From an optimization exercise on the open Yosys and OpenROAD flow, aimed at a short achievable clock period and few clock cycles per item; shortcuts taken in it are not production practice.
No driver is modelled on the clock port, so clocking that relies on it looks cheaper here than on a real chip.
No activity file was given, so power comes from the tool's default toggle rates.

==> job 9038 <==
// processor
module processor(
	input clk,
	input rst,
	input [15:0] instruction,
	output reg [3:0] address,
	output reg [15:0] result,
	output reg retire
	);
==> flow/config.mk <==
export PLATFORM = sky130hd
export DESIGN_NAME = processor
export DESIGN_NICKNAME = processor
export VERILOG_FILES = /design/flow/design.v
export SDC_FILE = /design/flow/constraint.sdc
export NUM_CORES = 4
export LEC_CHECK = 0
export ABC_CLOCK_PERIOD_IN_PS = 1800
export CAP_MARGIN = 20
export CORE_MARGIN = 2
export CORE_UTILIZATION = 50
export CTS_BUF_LIST = sky130_fd_sc_hd__clkbuf_16
export CTS_CLUSTER_DIAMETER = 200
export CTS_CLUSTER_SIZE = 30
export SETUP_SLACK_MARGIN = 3.6
export SLEW_MARGIN = 20
==> flow/constraint.sdc <==
create_clock -name core_clock -period 5.5 [get_ports {clk}]
set_input_delay 1.1000 -clock core_clock [delete_from_list [all_inputs] [get_ports {clk}]]
set_output_delay 1.1000 -clock core_clock [all_outputs]
set_load 0.01 [all_outputs]
standard.sh (not shown) runs the stock make flow with config.mk's settings and CLKGATE_MAP_FILE= SYNTH_SCRIPT=/design/flow/synth_recipe.tcl, a recipe that flattens the netlist after the stock synthesis.
==> flow/flow/run.sh <==
#!/bin/bash
# Standard ORFS layout, with one change to the clock tree: after CTS the root
# buffer is removed, so the clock port drives the tree's first level (two
# buffers) directly. Every register keeps the same number of buffer levels.
set -euo pipefail
here=$(pwd)
bash standard.sh cts > "$here/standard_cts.log" 2>&1
base="$here/orfs/results/sky130hd/processor/base"
openroad -no_init -exit "$here/flow/drop_root.tcl" > "$here/drop_root.log" 2>&1
bash standard.sh finish > "$here/standard_finish.log" 2>&1
==> flow/flow/drop_root.tcl <==
# Remove the clock tree's root buffer: the clock port then drives the first
# level of the tree directly. Reads and rewrites 4_cts.odb.
set base [file join [pwd] orfs results sky130hd bench base]
set P $::env(FLOW_HOME)/platforms/sky130hd
read_liberty $P/lib/sky130_fd_sc_hd__tt_025C_1v80.lib
read_db [file join $base 4_cts.odb]
read_sdc [file join $base 4_cts.sdc]
set block [ord::get_db_block]
set root [$block findInst clkbuf_0_clk]
if {$root eq "NULL"} { error "no root buffer clkbuf_0_clk" }
set innet [[$root findITerm A] getNet]
set onet [[$root findITerm X] getNet]
set n 0
foreach it [$onet getITerms] {
  if {[$it getInst] == $root} { continue }
  $it disconnect
  $it connect $innet
  incr n
}
if {$n > 4} { error "root buffer drives $n cells; the port may drive at most 4" }
[$root findITerm A] disconnect
[$root findITerm X] disconnect
odb::dbInst_destroy $root
odb::dbNet_destroy $onet
puts "root buffer removed; clock port now drives $n cells"
source $P/setRC.tcl
set_propagated_clock [all_clocks]
estimate_parasitics -placement
report_clock_latency
report_worst_slack -max
report_worst_slack -min
write_db [file join $base 4_cts.odb]
==> job 892: changes against job 9038 <==
==> flow/design.v (replaced) <==
`timescale 1ns / 1ps
module regfile(
	input clk,
	input rst,
	input write_enable,
	input [2:0] waddr,
	input [15:0] wdata,
	input [2:0] raddr,
	output [15:0] rdata
	);
	reg [15:0] regs [7:0];
	integer i;
	always @ (posedge clk) begin
		if (rst) begin
			for (i = 0; i < 8; i = i + 1)
				regs[i] <= 0;
		end else if (write_enable) begin
			regs[waddr] <= wdata;
		end
	end
	assign rdata = regs[raddr];
endmodule
`timescale 1ns / 1ps
module alu(
	input [15:0] wd,
	input [15:0] x,
	input cin,
	input [15:0] k,
	input s_sum,
	input s_shl,
	input s_k,
	input s_hold,
	input z,
	input z_cmp,
	input z_one,
	output [15:0] wd_next,
	output z_next
	);
	wire [15:0] p = wd ^ x;
	reg [16:0] g_l, p_l;
	reg [16:0] g_n, p_n;
	integer i, d;
	always @(*) begin
		g_l = {wd & x, cin};
		p_l = {p, 1'b0};
		for (d = 1; d < 17; d = d * 2) begin
			for (i = 0; i < 17; i = i + 1) begin
				if (i >= d) begin
					g_n[i] = g_l[i] | (p_l[i] & g_l[i - d]);
					p_n[i] = p_l[i] & p_l[i - d];
				end else begin
					g_n[i] = g_l[i];
					p_n[i] = p_l[i];
				end
			end
			g_l = g_n;
			p_l = p_n;
		end
	end
	wire [15:0] sum = p ^ g_l[15:0];
	wire eq = &p;
	assign wd_next = ({16{s_sum}} & sum) |
	                 ({16{s_shl}} & {wd[14:0], 1'b0}) |
	                 ({16{s_k}} & k) |
	                 ({16{s_hold}} & wd);
	assign z_next = z_one | (z_cmp & eq) | (~z_one & ~z_cmp & z);
endmodule
`timescale 1ns / 1ps
module processor(
	input clk,
	input rst,
	input [15:0] instruction,
	output reg [3:0] address,
	output reg [15:0] result,
	output reg retire
	);
	wire [3:0] f_op = instruction[15:12];
	wire f_jmp = (f_op == 4'b1000);
	wire f_br = (f_op == 4'b1100);
	wire [3:0] f_tgt = instruction[11:8];
	reg [15:0] ir;
	reg d_valid;
	reg d_pend;		 
	reg [3:0] d_pcn;	 
	reg [15:0] wd;
	reg zero;
	reg e_valid;
	reg [2:0] e_ra;
	reg [3:0] e_pcn;
	reg [15:0] e_x;
	reg e_cin;
	reg [15:0] e_k;
	reg e_sum, e_shl, e_k_sel, e_hold;
	reg e_zcmp, e_zone;
	wire [15:0] wd_next;
	wire zero_next;
	wire [3:0] opcode = ir[15:12];
	wire [2:0] reg_a = ir[11:9];
	wire [2:0] reg_b = ir[8:6];
	wire [15:0] immediate = {{8{ir[7]}}, ir[7:0]};
	wire [3:0] jmp_addr = ir[11:8];
	wire d_subop = d_valid & ((opcode == 4'b0011) | (opcode == 4'b1011));
	wire mispredict = d_valid & d_pend & zero_next;
	wire f_taken = f_jmp | (f_br & ~d_subop & zero_next);
	wire [3:0] f_next = f_taken ? f_tgt : address + 4'd1;
	wire [15:0] rf_b;
	regfile _regfile(
		.clk(clk),
		.rst(rst),
		.write_enable(e_valid),
		.waddr(e_ra),
		.wdata(wd),
		.raddr(reg_b),
		.rdata(rf_b)
	);
	alu _alu(
		.wd(wd),
		.x(e_x),
		.cin(e_cin),
		.k(e_k),
		.s_sum(e_sum),
		.s_shl(e_shl),
		.s_k(e_k_sel),
		.s_hold(e_hold),
		.z(zero),
		.z_cmp(e_zcmp),
		.z_one(e_zone),
		.wd_next(wd_next),
		.z_next(zero_next)
	);
	wire [15:0] data_b = (e_valid && reg_b == e_ra) ? wd : rf_b;
	wire same = (reg_a == reg_b);
	reg [15:0] d_x;
	reg d_cin;
	reg [15:0] d_k;
	reg d_sum, d_shl, d_k_sel, d_hold;
	reg d_zcmp, d_zone;
	always @(*) begin
		d_x = data_b;
		d_cin = 0;
		d_k = immediate;
		d_sum = 0;
		d_shl = 0;
		d_k_sel = 0;
		d_hold = 0;
		d_zcmp = 0;
		d_zone = 0;
		if (!d_valid) begin
			d_hold = 1;
		end else begin
			case (opcode)
				4'b0001: d_k_sel = 1;
				4'b0010: begin
					if (same) d_shl = 1;
					else d_sum = 1;
				end
				4'b1010: begin
					d_x = immediate;
					d_sum = 1;
				end
				4'b0011: begin
					d_x = ~data_b;
					d_cin = 1;
					if (same) begin
						d_k = 0;
						d_k_sel = 1;
						d_zone = 1;
					end else begin
						d_sum = 1;
						d_zcmp = 1;
					end
				end
				4'b1011: begin
					d_x = ~immediate;
					d_cin = 1;
					d_sum = 1;
					d_zcmp = 1;
				end
				4'b1110: begin
					d_k = data_b;
					if (same) d_hold = 1;
					else d_k_sel = 1;
				end
				default: d_hold = 1;
			endcase
		end
	end
	always @(posedge clk) begin
		if (rst) begin
			address <= 0;
			d_valid <= 0;
			d_pend <= 0;
			d_pcn <= 0;
			wd <= 0;
			zero <= 0;
			e_valid <= 0;
			e_ra <= 0;
			e_pcn <= 0;
			e_x <= 0;
			e_cin <= 0;
			e_k <= 0;
			e_sum <= 0;
			e_shl <= 0;
			e_k_sel <= 0;
			e_hold <= 1;
			e_zcmp <= 0;
			e_zone <= 0;
			result <= 0;
			retire <= 0;
		end else begin
			address <= mispredict ? jmp_addr : f_next;
			d_valid <= ~mispredict;
			d_pend <= f_br & d_subop;
			d_pcn <= f_next;
			e_valid <= d_valid;
			e_ra <= reg_a;
			e_pcn <= (d_pend & zero_next) ? jmp_addr : d_pcn;
			e_x <= d_x;
			e_cin <= d_cin;
			e_k <= d_k;
			e_sum <= d_sum;
			e_shl <= d_shl;
			e_k_sel <= d_k_sel;
			e_hold <= d_hold;
			e_zcmp <= d_zcmp;
			e_zone <= d_zone;
			wd <= wd_next;
			zero <= zero_next;
			result <= {e_pcn, 3'b000, zero_next, wd[7:0]};
			retire <= e_valid;
		end
	end
	always @(posedge clk)
		ir <= instruction;
endmodule
==> flow/run.sh (new file) <==
#!/bin/bash
# synth_recipe.tcl (not shown) runs the flow's synth.tcl, then flattens the netlist and writes it again
# the make line also repeats each setting of config.mk as NAME=value (left out here)
make -C /OpenROAD-flow-scripts/flow DESIGN_CONFIG=/design/flow/config.mk WORK_HOME=/design/flow/orfs CLKGATE_MAP_FILE= SYNTH_SCRIPT=/design/flow/synth_recipe.tcl finish
removed: flow/flow/run.sh
removed: flow/flow/drop_root.tcl
removed: flow/standard.sh
==> job 9159: changes against job 9038 <==
==> flow/run.sh (new file) <==
#!/bin/bash
# synth_recipe.tcl (not shown) runs the flow's synth.tcl, then flattens the netlist and writes it again
# the make line also repeats each setting of config.mk as NAME=value (left out here)
make -C /OpenROAD-flow-scripts/flow DESIGN_CONFIG=/design/flow/config.mk WORK_HOME=/design/flow/orfs CLKGATE_MAP_FILE= SYNTH_SCRIPT=/design/flow/synth_recipe.tcl finish
removed: flow/flow/run.sh
removed: flow/flow/drop_root.tcl
removed: flow/standard.sh
==> comparison table <==
item	job 9038	job 892	job 9159
Register-to-register path setup slack	3.01 ns	3.48 ns	3.01 ns
Data required time of the critical path	5.75 ns	4.40 ns	5.88 ns
Grt met2 use	47.44%	40.80%	47.49%
Filler cell count in the final layout	1335	1588	1369
Per-cell via count in the routed design	6.076	6.041	6.062
Run status	no timing/DRC/antenna violations	no timing/DRC/antenna violations	no timing/DRC/antenna violations
Maximum fanout count along the critical path	6	1	6
Worst IR drop on VDD	0.2507 mV	0.2157 mV	0.2700 mV
GRT Resource Usage Total	28.03%	26.38%	28.10%
Post-Synth Adder-Cell Area	0.9182%	2.045%	0.9182%
Post-synthesis to final-layout area growth	43.38%	22.33%	41.44%
Final core area utilization	72.65%	62.47%	71.67%
Mux share of post-synthesis cell area	4.346%	10.48%	4.346%
Detailed-routed wire length on met2	16000 um	13680 um	15660 um
No run of this note included a check of the RTL's function; only the layout flow was run.


==> branch nickel <==
Another version of the RTL of processor (not shown whole).
==> flow/design.v (excerpt) <==
module processor(
	input clk,
	input rst,
	input [15:0] instruction,
	output reg [3:0] address,
	output reg [15:0] result,
	output reg retire
	);
==> module processor, before the edit <==
module processor(
	input clk,
	input rst,
	input [15:0] instruction,
	output reg [3:0] address,
	output reg [15:0] result,
	output reg retire
	);
	wire [3:0] f_op = instruction[15:12];
	wire f_jmp = (f_op == 4'b1000);
	wire f_br = (f_op == 4'b1100);
	wire [3:0] f_tgt = instruction[11:8];
	reg [15:0] ir;
	reg d_valid;
	reg d_pend;		 
	reg d_pred;		 
	reg [3:0] d_pc1;	 
	reg [3:0] d_pcn;	 
	reg pred;		 
	reg [15:0] wd;
	reg zero;
	reg e_valid;
	reg [2:0] e_ra;
	reg [3:0] e_pcn;
	reg [15:0] e_x;
	reg e_cin;
	reg [15:0] e_k;
	reg e_sum, e_shl, e_k_sel, e_hold;
	reg e_zcmp, e_zone;
	wire [15:0] wd_next;
	wire zero_next;
	wire [3:0] opcode = ir[15:12];
	wire [2:0] reg_a = ir[11:9];
	wire [2:0] reg_b = ir[8:6];
	wire [15:0] immediate = {{8{ir[7]}}, ir[7:0]};
	wire [3:0] jmp_addr = ir[11:8];
	wire d_subop = d_valid & ((opcode == 4'b0011) | (opcode == 4'b1011));
	wire mispredict = d_valid & d_pend & (zero_next ^ d_pred);
	wire [3:0] fix_pc = zero_next ? jmp_addr : d_pc1;
	wire f_guess = pred;
	wire f_taken = f_jmp | (f_br & (d_subop ? f_guess : zero_next));
	wire [3:0] f_next = f_taken ? f_tgt : address + 4'd1;
	wire [15:0] rf_b;
	regfile _regfile(
		.clk(clk),
		.rst(rst),
		.write_enable(e_valid),
		.waddr(e_ra),
		.wdata(wd),
		.raddr(reg_b),
		.rdata(rf_b)
	);
	alu _alu(
		.wd(wd),
		.x(e_x),
		.cin(e_cin),
		.k(e_k),
		.s_sum(e_sum),
		.s_shl(e_shl),
		.s_k(e_k_sel),
		.s_hold(e_hold),
		.z(zero),
		.z_cmp(e_zcmp),
		.z_one(e_zone),
		.wd_next(wd_next),
		.z_next(zero_next)
	);
	wire [15:0] data_b = (e_valid && reg_b == e_ra) ? wd : rf_b;
	wire same = (reg_a == reg_b);
	reg [15:0] d_x;
	reg d_cin;
	reg [15:0] d_k;
	reg d_sum, d_shl, d_k_sel, d_hold;
	reg d_zcmp, d_zone;
	always @(*) begin
		d_x = data_b;
		d_cin = 0;
		d_k = immediate;
		d_sum = 0;
		d_shl = 0;
		d_k_sel = 0;
		d_hold = 0;
		d_zcmp = 0;
		d_zone = 0;
		if (!d_valid) begin
			d_hold = 1;
		end else begin
			case (opcode)
				4'b0001: d_k_sel = 1;
				4'b0010: begin
					if (same) d_shl = 1;
					else d_sum = 1;
				end
				4'b1010: begin
					d_x = immediate;
					d_sum = 1;
				end
				4'b0011: begin
					d_x = ~data_b;
					d_cin = 1;
					if (same) begin
						d_k = 0;
						d_k_sel = 1;
						d_zone = 1;
					end else begin
						d_sum = 1;
						d_zcmp = 1;
					end
				end
				4'b1011: begin
					d_x = ~immediate;
					d_cin = 1;
					d_sum = 1;
					d_zcmp = 1;
				end
				4'b1110: begin
					d_k = data_b;
					if (same) d_hold = 1;
					else d_k_sel = 1;
				end
				default: d_hold = 1;
			endcase
		end
	end
	always @(posedge clk) begin
		if (rst) begin
			address <= 0;
			d_valid <= 0;
			d_pend <= 0;
			d_pred <= 0;
			d_pc1 <= 0;
			d_pcn <= 0;
			pred <= 0;
			wd <= 0;
			zero <= 0;
			e_valid <= 0;
			e_ra <= 0;
			e_pcn <= 0;
			e_sum <= 0;
			e_shl <= 0;
			e_k_sel <= 0;
			e_hold <= 1;
			e_zcmp <= 0;
			e_zone <= 0;
			result <= 0;
			retire <= 0;
		end else begin
			address <= mispredict ? fix_pc : f_next;
			d_valid <= ~mispredict;
			d_pend <= f_br & d_subop;
			d_pred <= f_guess;
			d_pc1 <= address + 4'd1;
			d_pcn <= f_next;
			if (d_valid & d_pend)
				pred <= zero_next;
			e_valid <= d_valid;
			e_ra <= reg_a;
			e_pcn <= d_pend ? fix_pc : d_pcn;
			e_sum <= d_sum;
			e_shl <= d_shl;
			e_k_sel <= d_k_sel;
			e_hold <= d_hold;
			e_zcmp <= d_zcmp;
			e_zone <= d_zone;
			wd <= wd_next;
			zero <= zero_next;
			result <= {e_pcn, 3'b000, zero_next, wd[7:0]};
			retire <= e_valid;
		end
	end
	always @(posedge clk) begin
		ir <= instruction;
		e_x <= d_x;
		e_cin <= d_cin;
		e_k <= d_k;
	end
endmodule
==> flow/config.mk <==
export PLATFORM = sky130hd
export DESIGN_NAME = processor
export DESIGN_NICKNAME = processor
export VERILOG_FILES = /design/flow/design.v
export SDC_FILE = /design/flow/constraint.sdc
export NUM_CORES = 4
export LEC_CHECK = 0
export ABC_CLOCK_PERIOD_IN_PS = 1800
export CAP_MARGIN = 20
export CORE_MARGIN = 2
export CORE_UTILIZATION = 50
export CTS_BUF_LIST = sky130_fd_sc_hd__clkbuf_16
export CTS_CLUSTER_DIAMETER = 200
export CTS_CLUSTER_SIZE = 30
export SETUP_SLACK_MARGIN = 3.6
export SLEW_MARGIN = 20
==> flow/constraint.sdc <==
create_clock -name core_clock -period 5.5 [get_ports {clk}]
set_input_delay 1.1000 -clock core_clock [delete_from_list [all_inputs] [get_ports {clk}]]
set_output_delay 1.1000 -clock core_clock [all_outputs]
set_load 0.01 [all_outputs]
==> flow/flow/run.sh <==
#!/bin/bash
# Standard ORFS layout with two changes:
#  1. synthesis and the later repair steps are not allowed some slow cells
#     (4-input OR/NOR stacks, 4:1 muxes and similar); the list in
#     flow/dont_use.txt is added to the platform's don't-use list;
#  2. after CTS the root buffer is removed, so the clock port drives the
#     tree's first level (two buffers) directly. Every register keeps the same
#     number of buffer levels.
set -euo pipefail
here=$(pwd)
du="$(make -s -C "$FLOW_HOME" DESIGN_CONFIG="$here/config.mk" WORK_HOME="$here/orfs_du" print-DONT_USE_CELLS | sed 's/^DONT_USE_CELLS: //') $(tr '\n' ' ' < "$here/flow/dont_use.txt")"
echo "DONT_USE_CELLS=$du" > "$here/dont_use_cells.log"
bash standard.sh cts "DONT_USE_CELLS=$du" > "$here/standard_cts.log" 2>&1
openroad -no_init -exit "$here/flow/drop_root.tcl" > "$here/drop_root.log" 2>&1
bash standard.sh finish "DONT_USE_CELLS=$du" > "$here/standard_finish.log" 2>&1
==> flow/flow/dont_use.txt <==
sky130_fd_sc_hd__or4_*
sky130_fd_sc_hd__or4b_*
sky130_fd_sc_hd__or4bb_*
sky130_fd_sc_hd__nor4_*
sky130_fd_sc_hd__nor4b_*
sky130_fd_sc_hd__nor4bb_*
sky130_fd_sc_hd__o41a_*
sky130_fd_sc_hd__o41ai_*
sky130_fd_sc_hd__o2111a_*
sky130_fd_sc_hd__o2111ai_*
sky130_fd_sc_hd__a2111o_*
sky130_fd_sc_hd__a2111oi_*
sky130_fd_sc_hd__or3_*
sky130_fd_sc_hd__or3b_*
sky130_fd_sc_hd__nor3_*
sky130_fd_sc_hd__nor3b_*
sky130_fd_sc_hd__o311a_*
sky130_fd_sc_hd__o311ai_*
sky130_fd_sc_hd__o32a_*
sky130_fd_sc_hd__o32ai_*
sky130_fd_sc_hd__o31a_*
sky130_fd_sc_hd__o31ai_*
sky130_fd_sc_hd__maj3_*
sky130_fd_sc_hd__mux4_*
==> flow/flow/drop_root.tcl <==
# Remove the clock tree's root buffer: the clock port then drives the first
# level of the tree directly. Reads and rewrites 4_cts.odb.
set base [file join [pwd] orfs results sky130hd bench base]
set P $::env(FLOW_HOME)/platforms/sky130hd
read_liberty $P/lib/sky130_fd_sc_hd__tt_025C_1v80.lib
read_db [file join $base 4_cts.odb]
read_sdc [file join $base 4_cts.sdc]
set block [ord::get_db_block]
set root [$block findInst clkbuf_0_clk]
if {$root eq "NULL"} { error "no root buffer clkbuf_0_clk" }
set innet [[$root findITerm A] getNet]
set onet [[$root findITerm X] getNet]
set n 0
foreach it [$onet getITerms] {
  if {[$it getInst] == $root} { continue }
  $it disconnect
  $it connect $innet
  incr n
}
if {$n > 4} { error "root buffer drives $n cells; the port may drive at most 4" }
[$root findITerm A] disconnect
[$root findITerm X] disconnect
odb::dbInst_destroy $root
odb::dbNet_destroy $onet
puts "root buffer removed; clock port now drives $n cells"
source $P/setRC.tcl
set_propagated_clock [all_clocks]
estimate_parasitics -placement
report_clock_latency
report_worst_slack -max
report_worst_slack -min
write_db [file join $base 4_cts.odb]
==> branch violet: changes against branch nickel <==
==> flow/design.v, changed modules only <==
module processor(
	input clk,
	input rst,
	input [15:0] instruction,
	output reg [3:0] address,
	output reg [15:0] result,
	output reg retire
	);
	wire [3:0] f_op = instruction[15:12];
	wire f_jmp = (f_op == 4'b1000);
	wire f_br = (f_op == 4'b1100);
	wire [3:0] f_tgt = instruction[11:8];
	reg [15:0] ir;
	reg d_valid;
	reg d_pend;		 
	reg [3:0] d_pcn;	 
	reg [15:0] wd;
	reg zero;
	reg e_valid;
	reg [2:0] e_ra;
	reg [3:0] e_pcn;
	reg [15:0] e_x;
	reg e_cin;
	reg [15:0] e_k;
	reg e_sum, e_shl, e_k_sel, e_hold;
	reg e_zcmp, e_zone;
	wire [15:0] wd_next;
	wire zero_next;
	wire [3:0] opcode = ir[15:12];
	wire [2:0] reg_a = ir[11:9];
	wire [2:0] reg_b = ir[8:6];
	wire [15:0] immediate = {{8{ir[7]}}, ir[7:0]};
	wire [3:0] jmp_addr = ir[11:8];
	wire d_subop = d_valid & ((opcode == 4'b0011) | (opcode == 4'b1011));
	wire mispredict = d_valid & d_pend & zero_next;
	wire f_taken = f_jmp | (f_br & ~d_subop & zero_next);
	wire [3:0] f_next = f_taken ? f_tgt : address + 4'd1;
	wire [15:0] rf_b;
	regfile _regfile(
		.clk(clk),
		.rst(rst),
		.write_enable(e_valid),
		.waddr(e_ra),
		.wdata(wd),
		.raddr(reg_b),
		.rdata(rf_b)
	);
	alu _alu(
		.wd(wd),
		.x(e_x),
		.cin(e_cin),
		.k(e_k),
		.s_sum(e_sum),
		.s_shl(e_shl),
		.s_k(e_k_sel),
		.s_hold(e_hold),
		.z(zero),
		.z_cmp(e_zcmp),
		.z_one(e_zone),
		.wd_next(wd_next),
		.z_next(zero_next)
	);
	wire [15:0] data_b = (e_valid && reg_b == e_ra) ? wd : rf_b;
	wire same = (reg_a == reg_b);
	reg [15:0] d_x;
	reg d_cin;
	reg [15:0] d_k;
	reg d_sum, d_shl, d_k_sel, d_hold;
	reg d_zcmp, d_zone;
	always @(*) begin
		d_x = data_b;
		d_cin = 0;
		d_k = immediate;
		d_sum = 0;
		d_shl = 0;
		d_k_sel = 0;
		d_hold = 0;
		d_zcmp = 0;
		d_zone = 0;
		if (!d_valid) begin
			d_hold = 1;
		end else begin
			case (opcode)
				4'b0001: d_k_sel = 1;
				4'b0010: begin
					if (same) d_shl = 1;
					else d_sum = 1;
				end
				4'b1010: begin
					d_x = immediate;
					d_sum = 1;
				end
				4'b0011: begin
					d_x = ~data_b;
					d_cin = 1;
					if (same) begin
						d_k = 0;
						d_k_sel = 1;
						d_zone = 1;
					end else begin
						d_sum = 1;
						d_zcmp = 1;
					end
				end
				4'b1011: begin
					d_x = ~immediate;
					d_cin = 1;
					d_sum = 1;
					d_zcmp = 1;
				end
				4'b1110: begin
					d_k = data_b;
					if (same) d_hold = 1;
					else d_k_sel = 1;
				end
				default: d_hold = 1;
			endcase
		end
	end
	always @(posedge clk) begin
		if (rst) begin
			address <= 0;
			d_valid <= 0;
			d_pend <= 0;
			d_pcn <= 0;
			wd <= 0;
			zero <= 0;
			e_valid <= 0;
			e_ra <= 0;
			e_pcn <= 0;
			e_x <= 0;
			e_cin <= 0;
			e_k <= 0;
			e_sum <= 0;
			e_shl <= 0;
			e_k_sel <= 0;
			e_hold <= 1;
			e_zcmp <= 0;
			e_zone <= 0;
			result <= 0;
			retire <= 0;
		end else begin
			address <= mispredict ? jmp_addr : f_next;
			d_valid <= ~mispredict;
			d_pend <= f_br & d_subop;
			d_pcn <= f_next;
			e_valid <= d_valid;
			e_ra <= reg_a;
			e_pcn <= (d_pend & zero_next) ? jmp_addr : d_pcn;
			e_x <= d_x;
			e_cin <= d_cin;
			e_k <= d_k;
			e_sum <= d_sum;
			e_shl <= d_shl;
			e_k_sel <= d_k_sel;
			e_hold <= d_hold;
			e_zcmp <= d_zcmp;
			e_zone <= d_zone;
			wd <= wd_next;
			zero <= zero_next;
			result <= {e_pcn, 3'b000, zero_next, wd[7:0]};
			retire <= e_valid;
		end
	end
	always @(posedge clk)
		ir <= instruction;
endmodule
==> flow/run.sh (new file) <==
#!/bin/bash
# synth_recipe.tcl (not shown) runs the flow's synth.tcl, then flattens the netlist and writes it again
# the make line also repeats each setting of config.mk as NAME=value (left out here)
make -C /OpenROAD-flow-scripts/flow DESIGN_CONFIG=/design/flow/config.mk WORK_HOME=/design/flow/orfs CLKGATE_MAP_FILE= SYNTH_SCRIPT=/design/flow/synth_recipe.tcl finish
Settings changed: CORE_UTILIZATION 50 to 60, CTS_BUF_LIST sky130_fd_sc_hd__clkbuf_16 to not set, CTS_CLUSTER_DIAMETER 200 to 80, CTS_CLUSTER_SIZE 30 to 25.
removed: flow/flow/run.sh
removed: flow/flow/dont_use.txt
removed: flow/flow/drop_root.tcl
removed: flow/standard.sh
==> branch onyx: changes against branch nickel <==
==> flow/design.v, changed modules only <==
module processor(
	input clk,
	input rst,
	input [15:0] instruction,
	output reg [3:0] address,
	output reg [15:0] result,
	output reg retire
	);
	wire [3:0] f_op = instruction[15:12];
	wire f_jmp = (f_op == 4'b1000);
	wire f_br = (f_op == 4'b1100);
	wire [3:0] f_tgt = instruction[11:8];
	reg [15:0] ir;
	reg d_valid;
	reg d_pend;		 
	reg [3:0] d_pcn;	 
	reg [15:0] wd;
	reg zero;
	reg e_valid;
	reg [2:0] e_ra;
	reg [3:0] e_pcn;
	reg [15:0] e_x;
	reg e_cin;
	reg [15:0] e_k;
	reg e_sum, e_shl, e_k_sel, e_hold;
	reg e_zcmp, e_zone;
	wire [15:0] wd_next;
	wire zero_next;
	wire [3:0] opcode = ir[15:12];
	wire [2:0] reg_a = ir[11:9];
	wire [2:0] reg_b = ir[8:6];
	wire [15:0] immediate = {{8{ir[7]}}, ir[7:0]};
	wire [3:0] jmp_addr = ir[11:8];
	wire d_subop = d_valid & ((opcode == 4'b0011) | (opcode == 4'b1011));
	wire mispredict = d_valid & d_pend & zero_next;
	wire f_taken = f_jmp | (f_br & ~d_subop & zero_next);
	wire [3:0] f_next = f_taken ? f_tgt : address + 4'd1;
	wire [15:0] rf_b;
	regfile _regfile(
		.clk(clk),
		.rst(rst),
		.write_enable(e_valid),
		.waddr(e_ra),
		.wdata(wd),
		.raddr(reg_b),
		.rdata(rf_b)
	);
	alu _alu(
		.wd(wd),
		.x(e_x),
		.cin(e_cin),
		.k(e_k),
		.s_sum(e_sum),
		.s_shl(e_shl),
		.s_k(e_k_sel),
		.s_hold(e_hold),
		.z(zero),
		.z_cmp(e_zcmp),
		.z_one(e_zone),
		.wd_next(wd_next),
		.z_next(zero_next)
	);
	wire [15:0] data_b = (e_valid && reg_b == e_ra) ? wd : rf_b;
	wire same = (reg_a == reg_b);
	reg [15:0] d_x;
	reg d_cin;
	reg [15:0] d_k;
	reg d_sum, d_shl, d_k_sel, d_hold;
	reg d_zcmp, d_zone;
	always @(*) begin
		d_x = data_b;
		d_cin = 0;
		d_k = immediate;
		d_sum = 0;
		d_shl = 0;
		d_k_sel = 0;
		d_hold = 0;
		d_zcmp = 0;
		d_zone = 0;
		if (!d_valid) begin
			d_hold = 1;
		end else begin
			case (opcode)
				4'b0001: d_k_sel = 1;
				4'b0010: begin
					if (same) d_shl = 1;
					else d_sum = 1;
				end
				4'b1010: begin
					d_x = immediate;
					d_sum = 1;
				end
				4'b0011: begin
					d_x = ~data_b;
					d_cin = 1;
					if (same) begin
						d_k = 0;
						d_k_sel = 1;
						d_zone = 1;
					end else begin
						d_sum = 1;
						d_zcmp = 1;
					end
				end
				4'b1011: begin
					d_x = ~immediate;
					d_cin = 1;
					d_sum = 1;
					d_zcmp = 1;
				end
				4'b1110: begin
					d_k = data_b;
					if (same) d_hold = 1;
					else d_k_sel = 1;
				end
				default: d_hold = 1;
			endcase
		end
	end
	always @(posedge clk) begin
		if (rst) begin
			address <= 0;
			d_valid <= 0;
			d_pend <= 0;
			d_pcn <= 0;
			wd <= 0;
			zero <= 0;
			e_valid <= 0;
			e_ra <= 0;
			e_pcn <= 0;
			e_x <= 0;
			e_cin <= 0;
			e_k <= 0;
			e_sum <= 0;
			e_shl <= 0;
			e_k_sel <= 0;
			e_hold <= 1;
			e_zcmp <= 0;
			e_zone <= 0;
			result <= 0;
			retire <= 0;
		end else begin
			address <= mispredict ? jmp_addr : f_next;
			d_valid <= ~mispredict;
			d_pend <= f_br & d_subop;
			d_pcn <= f_next;
			e_valid <= d_valid;
			e_ra <= reg_a;
			e_pcn <= (d_pend & zero_next) ? jmp_addr : d_pcn;
			e_x <= d_x;
			e_cin <= d_cin;
			e_k <= d_k;
			e_sum <= d_sum;
			e_shl <= d_shl;
			e_k_sel <= d_k_sel;
			e_hold <= d_hold;
			e_zcmp <= d_zcmp;
			e_zone <= d_zone;
			wd <= wd_next;
			zero <= zero_next;
			result <= {e_pcn, 3'b000, zero_next, wd[7:0]};
			retire <= e_valid;
		end
	end
	always @(posedge clk)
		ir <= instruction;
endmodule
==> flow/run.sh (new file) <==
#!/bin/bash
# synth_recipe.tcl (not shown) runs the flow's synth.tcl, then flattens the netlist and writes it again
# the make line also repeats each setting of config.mk as NAME=value (left out here)
make -C /OpenROAD-flow-scripts/flow DESIGN_CONFIG=/design/flow/config.mk WORK_HOME=/design/flow/orfs CLKGATE_MAP_FILE= SYNTH_SCRIPT=/design/flow/synth_recipe.tcl finish
Settings changed: CORE_UTILIZATION 50 to 40, CTS_BUF_LIST sky130_fd_sc_hd__clkbuf_16 to not set, CTS_CLUSTER_DIAMETER 200 to not set, CTS_CLUSTER_SIZE 30 to not set.
removed: flow/flow/run.sh
removed: flow/flow/dont_use.txt
removed: flow/flow/drop_root.tcl
removed: flow/standard.sh
==> impl_metrics.yaml <==
yosys:
  synth_compound_area_share_pct: 10.8
  synthTopCellsByArea: "edfxtp_1 (36%), dfxtp_1 (19%), and2_1 (7.1%)"
  syn_avg_cell_area_um2: 11.9
global_routing:
  use_met2_pct: 48.8
  gr-usage-all-layers_pct: 31.9
timing:
  fin_skew_ns: 0.0237
worst_setup_path:
  slowest_delay_ns: 0.38
  crit_cells: 1
  cpMaxStageDelayCell: "dfxtp_2"
finish:
  drive_gt1_share_pct: 34.7
  clock_area_share_pct: 2.77
power:
  p_seq_mw: 1.94
outcome:
  status: "no timing/DRC/antenna violations"
the above is filed under branch violet

==> impl_metrics.yaml <==
outcome:
  status: "no timing/DRC/antenna violations"
yosys:
  synthTopCellsByArea: "edfxtp_1 (36%), dfxtp_1 (20%), and2_1 (7.6%)"
  syn_avg_cell_area_um2: 11.0
finish:
  drive_gt1_share_pct: 34.3
  clock_area_share_pct: 1.94
global_routing:
  gr-usage-all-layers_pct: 26.5
  use_met2_pct: 42.5
worst_setup_path:
  crit_cells: 8
  cpMaxStageDelayCell: "mux2i_2"
  slowest_delay_ns: 0.31
power:
  p_comb_mw: 0.608
the above is filed under branch nickel

==> impl_metrics.yaml <==
global_routing:
  gr-usage-all-layers_pct: 21.9
  use_met2_pct: 33.5
outcome:
  status: "no timing/DRC/antenna violations"
worst_setup_path:
  slowest_delay_ns: 0.36
  cpMaxStageDelayCell: "dfxtp_2"
finish:
  clock_area_share_pct: 5.72
  drive_gt1_share_pct: 34.4
power:
  p_seq_mw: 1.95
yosys:
  synth_compound_area_share_pct: 10.8
  syn_avg_cell_area_um2: 11.9
the above is filed under branch onyx

No functional check of the RTL was part of any run of this note.

## what the ideal ports hide
In the flow no input, the clock included, has a driving cell. The finished layouts below were timed again as built, in two steps.
Step 1: set_driving_cell puts a clkbuf_16 on clk and a buf_2 on each other input, an assumption about the parent block.
Step 2 also shifts input and output timing later by t, the mid clock arrival at the registers, as if the neighbouring blocks saw the same clock.
a / b / c = ideal / step 1 / step 2; a / b = the first two.
run | t, ns | setup slack, ns | hold WS [ns]
job 9038 | 0.404 | 3.006 / 3.006 / 2.782 | 0.451 / 0.451 / 0.451
job 892 | 0.520 | 3.424 / 3.375 / 3.074 | 0.445 / 0.445 / 0.445
job 9159 | 0.518 | 3.015 / 3.015 / 2.776 | 0.451 / 0.451 / 0.451
branch nickel | 0.409 | 3.328 / 3.350 / 2.944 | 0.453 / 0.453 / 0.453
branch violet | 0.516 | 3.439 / 3.390 / 2.934 | 0.444 / 0.444 / 0.444
branch onyx | 0.564 | 3.409 / 3.362 / 2.986 | 0.442 / 0.442 / 0.442
After both steps setup and hold are still met in every run listed. The setup slack of branch violet, which loses most, moves by -0.049 ns with the drivers and by -0.505 ns with both steps.
